Context: an optimization exercise on an open-source flow, tuned for small area, a short achievable clock period and few clock cycles. The choices shown serve that exercise and are no tape-out recipe. Where RTL was checked, it was by simulation tests only, not by an equivalence proof against the original. Power and IR drop assume default switching activity.

==> inputs of 04-06 <==
// nb_tx_top
module nb_tx_top #(parameter TBS = 16 , parameter G = 132, parameter Qm = 2, parameter rv_indx = 0)
    (
        output logic                  e_k,
        output logic                  RM_Valid,
        input logic                   i_data_crc,
        input logic                   i_clk_crc,
                                      i_rst_crc
    );
    logic [7:0]  t;
    logic [15:0] d;
    logic [16:0] m, mq;
    logic        din, e_en, enq;
    assign din = i_data_crc;
    always_ff @(posedge i_clk_crc, negedge i_rst_crc)
        if (!i_rst_crc) t <= 8'd0;
        else if (t != 8'd143) t <= t + 8'd1;
    always_ff @(posedge i_clk_crc)
        d <= {d[14:0], (t < 8'd16) ? din : d[15]};
    always_ff @(posedge i_clk_crc, negedge i_rst_crc)
        if (!i_rst_crc) RM_Valid <= 1'b0;
        else RM_Valid <= (t >= 8'd9) && (t < 8'd141);
    always_ff @(posedge i_clk_crc)
        mq <= m;
    always_ff @(posedge i_clk_crc, negedge i_rst_crc)
        if (!i_rst_crc) enq <= 1'b0;
        else enq <= e_en;
    always_ff @(posedge i_clk_crc, negedge i_rst_crc)
        if (!i_rst_crc) e_k <= 1'b0;
        else if (enq) e_k <= ^({din, d} & mq);
  ...
clock: 7.0 ns
lec_check: 0
cap_margin: 20
core_margin: 2
core_utilization: 40
place_density: 0.6
setup_slack_margin: 5
slew_margin: 20
run.sh (not shown) runs the stock make flow with config.mk's settings and CLKGATE_MAP_FILE= SYNTH_SCRIPT=/design/flow/synth_recipe.tcl, a recipe that flattens the netlist after the stock synthesis.
==> 03-09 (differences from 04-06) <==
Settings changed: CORE_UTILIZATION 40 to 30, PLACE_DENSITY 0.6 to 0.5, SETUP_SLACK_MARGIN 5 to 4.5.
==> notes.md <==
                                                                    04-06                       03-09
M2 GR Usage                                                         60.1%                       36.3%
Critical path endpoint                                     mq[13]$_DFF_P_               enq$_DFF_PN0_
Detail Route met3 WL                                              3050 um                     2640 um
Result of the run                        no timing/DRC/antenna violations  no timing/DRC/antenna violations
Number of vias per cell                                              7.18                        6.80
Met3 usage                                                          13.7%                       5.96%
Clk_buf instances                                                       6                           5
P_clk                                                            0.181 mW                    0.230 mW
CP Max Fanout                                                           6                          28
Average routed wire per standard cell                             28.2 um                     26.4 um
Worst Setup Slack, final                                          4550 ps                     4470 ps
Met1 track utilization from global routing                          50.9%                       35.5%
Sequential share of cell area                                       16.8%                       20.1%
Library cell used as clock root buffer          sky130_fd_sc_hd__clkbuf_8  sky130_fd_sc_hd__clkbuf_16
Placer's final routability congestion estimate                       1.14                        1.09
Data required time of the critical path                           7200 ps                     7160 ps
Total routing usage reported by global routing                      40.6%                       25.8%
Worst Clk Skew                                                    15.4 ps                     11.9 ps
Switching power share of the total                                  23.8%                       21.3%
Nets                                                                  615                         548
Total length of routed wires                                    20,900 um                   18,800 um
Leakage power of the design                                       2.16 nW                     1.67 nW
Capture endpoint of the worst hold path                      d[9]$_DFF_P_               d[12]$_DFF_P_
Worst voltage drop across the vdd grid                          0.0657 mV                   0.0804 mV
Combined area of the multi-input logic cells                    3340 um^2                   2940 um^2
Post-route insts no fill                                              741                         712
Worst slew margin relative to its limit                             51.5%                       44.7%
No run of this note included a check of the RTL's function; only the layout flow was run.

---

==> build 24 <==
Another version of the RTL of nb_tx_top (not shown whole).
export LEC_CHECK = 0
export ABC_AREA = 1
export CAP_MARGIN = 20
export CORE_MARGIN = 2
export CORE_UTILIZATION = 30
export CTS_BUF_LIST = sky130_fd_sc_hd__clkbuf_16
export PLACE_DENSITY = 0.5
export SETUP_SLACK_MARGIN = 4.5
export SLEW_MARGIN = 20
create_clock -name core_clock -period 7.0 [get_ports {i_clk_crc}]
standard.sh (not shown) runs the stock make flow with config.mk's settings and CLKGATE_MAP_FILE= SYNTH_SCRIPT=/design/flow/synth_recipe.tcl, a recipe that flattens the netlist after the stock synthesis.
==> flow/flow/run.sh <==
#!/bin/bash
set -euo pipefail
rm -rf myscripts
cp -r "$FLOW_HOME/scripts" myscripts
cp flow/abc_area.script myscripts/abc_area.script
bash standard.sh SCRIPTS_DIR="$PWD/myscripts" finish > make_finish.log 2>&1
==> flow/flow/abc_area.script <==
strash
&get -n
&deepsyn -J 200
&put
dch -f
map -a
strash
dch -f
map -a
topo
==> build 80: changes against build 24 <==
--- a/flow/design.v
+++ b/flow/design.v
@@ -4,19 +4,20 @@
         output logic                  RM_Valid,
         input logic                   i_data_crc,
         input logic                   i_clk_crc,
                                       i_rst_crc
     );
-    logic [3:0]  ra, rb, ra_q, rb_q;
+    logic [3:0]  ra, ra_q;
+    logic [3:0]  rb, rb_q;
     logic [8:0]  hi, hi_q;
-    assign ra = {ra_q[3:1], ~ra_q[0]};
-    assign rb = {rb_q[3:1], ~rb_q[0]};
-    assign hi = {hi_q[8:1], ~hi_q[0]};
     logic [15:0] d;
     logic [16:0] m, mq;
     logic        din, load, e_en, enq, v_nxt;
     assign din = i_data_crc;
+    assign ra = {ra_q[3:1], ~ra_q[0]};
+    assign rb = {rb_q[3:1], ~rb_q[0]};
+    assign hi = {hi_q[8:1], ~hi_q[0]};
     always_ff @(posedge i_clk_crc, negedge i_rst_crc)
         if (!i_rst_crc) begin
             ra_q <= 4'd0;
             rb_q <= 4'd0;
             hi_q <= 9'd0;
@@ -25,15 +26,15 @@
             if (ra[3]) rb_q <= {rb[2:0], ~rb[3]};
             if (ra[3] & rb[3]) hi_q <= {hi[7:0], 1'b1};
         end
     always_ff @(posedge i_clk_crc)
         d <= {d[14:0], load ? din : d[15]};
+    always_ff @(posedge i_clk_crc)
+        mq <= m;
     always_ff @(posedge i_clk_crc, negedge i_rst_crc)
         if (!i_rst_crc) RM_Valid <= 1'b0;
         else RM_Valid <= v_nxt;
-    always_ff @(posedge i_clk_crc)
-        mq <= m;
     always_ff @(posedge i_clk_crc, negedge i_rst_crc)
         if (!i_rst_crc) enq <= 1'b0;
         else enq <= e_en;
     always_ff @(posedge i_clk_crc, negedge i_rst_crc)
         if (!i_rst_crc) e_k <= 1'b0;
SETUP_SLACK_MARGIN = 4.8   (was 4.5)
==> build 22: changes against build 24 <==
--- a/flow/design.v
+++ b/flow/design.v
@@ -4,19 +4,20 @@
         output logic                  RM_Valid,
         input logic                   i_data_crc,
         input logic                   i_clk_crc,
                                       i_rst_crc
     );
-    logic [3:0]  ra, rb, ra_q, rb_q;
+    logic [3:0]  ra, ra_q;
+    logic [3:0]  rb, rb_q;
     logic [8:0]  hi, hi_q;
+    logic [15:0] d;
+    logic [15:0] m, mq;
+    logic        din, load, e_en, enq, v_nxt, din_on;
+    assign din = i_data_crc;
     assign ra = {ra_q[3:1], ~ra_q[0]};
     assign rb = {rb_q[3:1], ~rb_q[0]};
     assign hi = {hi_q[8:1], ~hi_q[0]};
-    logic [15:0] d;
-    logic [16:0] m, mq;
-    logic        din, load, e_en, enq, v_nxt;
-    assign din = i_data_crc;
     always_ff @(posedge i_clk_crc, negedge i_rst_crc)
         if (!i_rst_crc) begin
             ra_q <= 4'd0;
             rb_q <= 4'd0;
             hi_q <= 9'd0;
@@ -25,21 +26,22 @@
             if (ra[3]) rb_q <= {rb[2:0], ~rb[3]};
             if (ra[3] & rb[3]) hi_q <= {hi[7:0], 1'b1};
         end
     always_ff @(posedge i_clk_crc)
         d <= {d[14:0], load ? din : d[15]};
+    always_ff @(posedge i_clk_crc)
+        mq <= m;
     always_ff @(posedge i_clk_crc, negedge i_rst_crc)
         if (!i_rst_crc) RM_Valid <= 1'b0;
         else RM_Valid <= v_nxt;
-    always_ff @(posedge i_clk_crc)
-        mq <= m;
     always_ff @(posedge i_clk_crc, negedge i_rst_crc)
         if (!i_rst_crc) enq <= 1'b0;
         else enq <= e_en;
+    assign din_on = hi[0] & ra[3] & rb[3];
     always_ff @(posedge i_clk_crc, negedge i_rst_crc)
         if (!i_rst_crc) e_k <= 1'b0;
-        else if (enq) e_k <= ^({din, d} & mq);
+        else if (enq) e_k <= ^(d & mq[15:0]) ^ (din & din_on);
     assign load = hi[0];
     assign v_nxt = (hi[0] & ((ra[1] & rb[2]) | (ra[2] & rb[2]) | (ra[3] & rb[2]) | (ra[0] & rb[3]) | (ra[1] & rb[3]) | (ra[2] & rb[3]) | (ra[3] & rb[3])))
         | hi[1]
         | hi[2]
         | hi[3]
@@ -192,7 +194,6 @@
         | (hi[4] & ((ra[2] & rb[0]) | (ra[3] & rb[0]) | (ra[2] & rb[1]) | (ra[0] & rb[3]) | (ra[1] & rb[3])))
         | (hi[5] & ((ra[0] & rb[0]) | (ra[0] & rb[1]) | (ra[2] & rb[1]) | (ra[2] & rb[3]) | (ra[3] & rb[3])))
         | (hi[6] & ((ra[1] & rb[0]) | (ra[0] & rb[1]) | (ra[1] & rb[1]) | (ra[3] & rb[1]) | (ra[1] & rb[2])))
         | (hi[7] & ((ra[0] & rb[0]) | (ra[3] & rb[1]) | (ra[1] & rb[3]) | (ra[3] & rb[3])))
         | (hi[8] & ((ra[1] & rb[0]) | (ra[2] & rb[1]) | (ra[1] & rb[2]) | (ra[0] & rb[3])));
-    assign m[16] = (hi[0] & ((ra[2] & rb[3])));
 endmodule
==> flow/flow/abc_area.script (replaced) <==
strash
&get -n
&fraig -x
&dc2
&put
dch -f
map -a
strash
dch -f
map -a
strash
dch -f
map -a
topo
SETUP_SLACK_MARGIN = 4.9   (was 4.5)
==> trial 46: changes against build 24 <==
--- a/flow/design.v
+++ b/flow/design.v
@@ -4,19 +4,20 @@
         output logic                  RM_Valid,
         input logic                   i_data_crc,
         input logic                   i_clk_crc,
                                       i_rst_crc
     );
-    logic [3:0]  ra, rb, ra_q, rb_q;
+    logic [3:0]  ra, ra_q;
+    logic [3:0]  rb, rb_q;
     logic [8:0]  hi, hi_q;
-    assign ra = {ra_q[3:1], ~ra_q[0]};
-    assign rb = {rb_q[3:1], ~rb_q[0]};
-    assign hi = {hi_q[8:1], ~hi_q[0]};
     logic [15:0] d;
     logic [16:0] m, mq;
     logic        din, load, e_en, enq, v_nxt;
     assign din = i_data_crc;
+    assign ra = {ra_q[3:1], ~ra_q[0]};
+    assign rb = {rb_q[3:1], ~rb_q[0]};
+    assign hi = {hi_q[8:1], ~hi_q[0]};
     always_ff @(posedge i_clk_crc, negedge i_rst_crc)
         if (!i_rst_crc) begin
             ra_q <= 4'd0;
             rb_q <= 4'd0;
             hi_q <= 9'd0;
@@ -25,15 +26,15 @@
             if (ra[3]) rb_q <= {rb[2:0], ~rb[3]};
             if (ra[3] & rb[3]) hi_q <= {hi[7:0], 1'b1};
         end
     always_ff @(posedge i_clk_crc)
         d <= {d[14:0], load ? din : d[15]};
+    always_ff @(posedge i_clk_crc)
+        mq <= m;
     always_ff @(posedge i_clk_crc, negedge i_rst_crc)
         if (!i_rst_crc) RM_Valid <= 1'b0;
         else RM_Valid <= v_nxt;
-    always_ff @(posedge i_clk_crc)
-        mq <= m;
     always_ff @(posedge i_clk_crc, negedge i_rst_crc)
         if (!i_rst_crc) enq <= 1'b0;
         else enq <= e_en;
     always_ff @(posedge i_clk_crc, negedge i_rst_crc)
         if (!i_rst_crc) e_k <= 1'b0;
==> flow/flow/abc_area.script (replaced) <==
strash
&get -n
&fraig -x
&dc2
&put
dch -f
map -a
strash
dch -f
map -a
strash
dch -f
map -a
topo
SETUP_SLACK_MARGIN = 4.7   (was 4.5)
==> qor summary <==
                                                                              build 22        trial 46        build 24        build 80
Outcome                                                                 finished clean  finished clean  finished clean  finished clean
Highest net fanout along the worst path                                              2              10               9               2
Fraction of registers with async set/reset                                       38.5%           37.7%           37.7%           37.7%
Number of fillers in the final layout                                            1,049           1,036           1,041           1,012
Most frequent standard cell in the layout excluding fill and tap cells         nand2_1          nor2_1          nor2_1          nor2_1
Source of the worst register-to-register timing path                           rb_q[1]         rb_q[3]         rb_q[3]         ra_q[1]
Resize count post-CTS                                                               45              12               3              26
Final Worst Setup Slack                                                        4800 ps         4680 ps         4370 ps         4800 ps
Met1 wire length                                                               5450 um         5360 um         5030 um         5310 um
Total setup buffers inserted after CTS                                               2               0               0               0
Vertical die dimension                                                          103 um          103 um          103 um          102 um
DR pass1 iterations                                                                  7               6               5               6
Min-Delay Startpoint                                                              d[5]            d[9]            d[9]           d[11]
Max FFs per register                                                                 -              17              17              17
Reg-to-reg setup timing slack                                                  4860 ps         4680 ps         4370 ps         4830 ps
Testbench counts of build 80, summed over its fixed seeds: cycles 13,920.
Testbench counts of trial 46, summed over its fixed seeds: cycles 13,920.
No functional check of the RTL was part of build 24 and build 22.

[static timing again, ports no longer ideal]
The results above use ideal ports. As a check the final layouts listed here were re-extracted and re-timed, cells and wires unchanged. Step 1 assumes that a clkbuf_16 drives the clock port and a buf_2 every other input. Step 2 moves the port delays by t, midway between the first and last clock arrival at a register: inputs arrive t later, outputs are due t later. That takes back most of the time a late clock gives input paths. Three values: ideal, step 1, step 2; two values: the first two.
run	t (ns)	setup WS [ns]	hold slack, ns	clock arrival spread, ns
04-06	0.348	4.553 / 4.553 / 4.484	0.355 / 0.355 / 0.355	0.016 / 0.015
03-09	0.325	4.475 / 4.475 / 4.349	0.350 / 0.350 / 0.350	0.011 / 0.012
build 24	0.328	4.373 / 4.373 / 4.373	0.351 / 0.351 / 0.351	0.007 / 0.006
build 80	0.329	4.804 / 4.768 / 4.574	0.351 / 0.351 / 0.351	0.012 / 0.011
build 22	0.329	4.803 / 4.766 / 4.598	0.351 / 0.351 / 0.351	0.018 / 0.017
trial 46	0.329	4.681 / 4.681 / 4.452	0.353 / 0.353 / 0.353	0.005 / 0.005
After both steps every run listed still meets setup and hold. The setup slack of build 80, which loses most, moves by -0.036 ns with the drivers and by -0.230 ns with both steps.
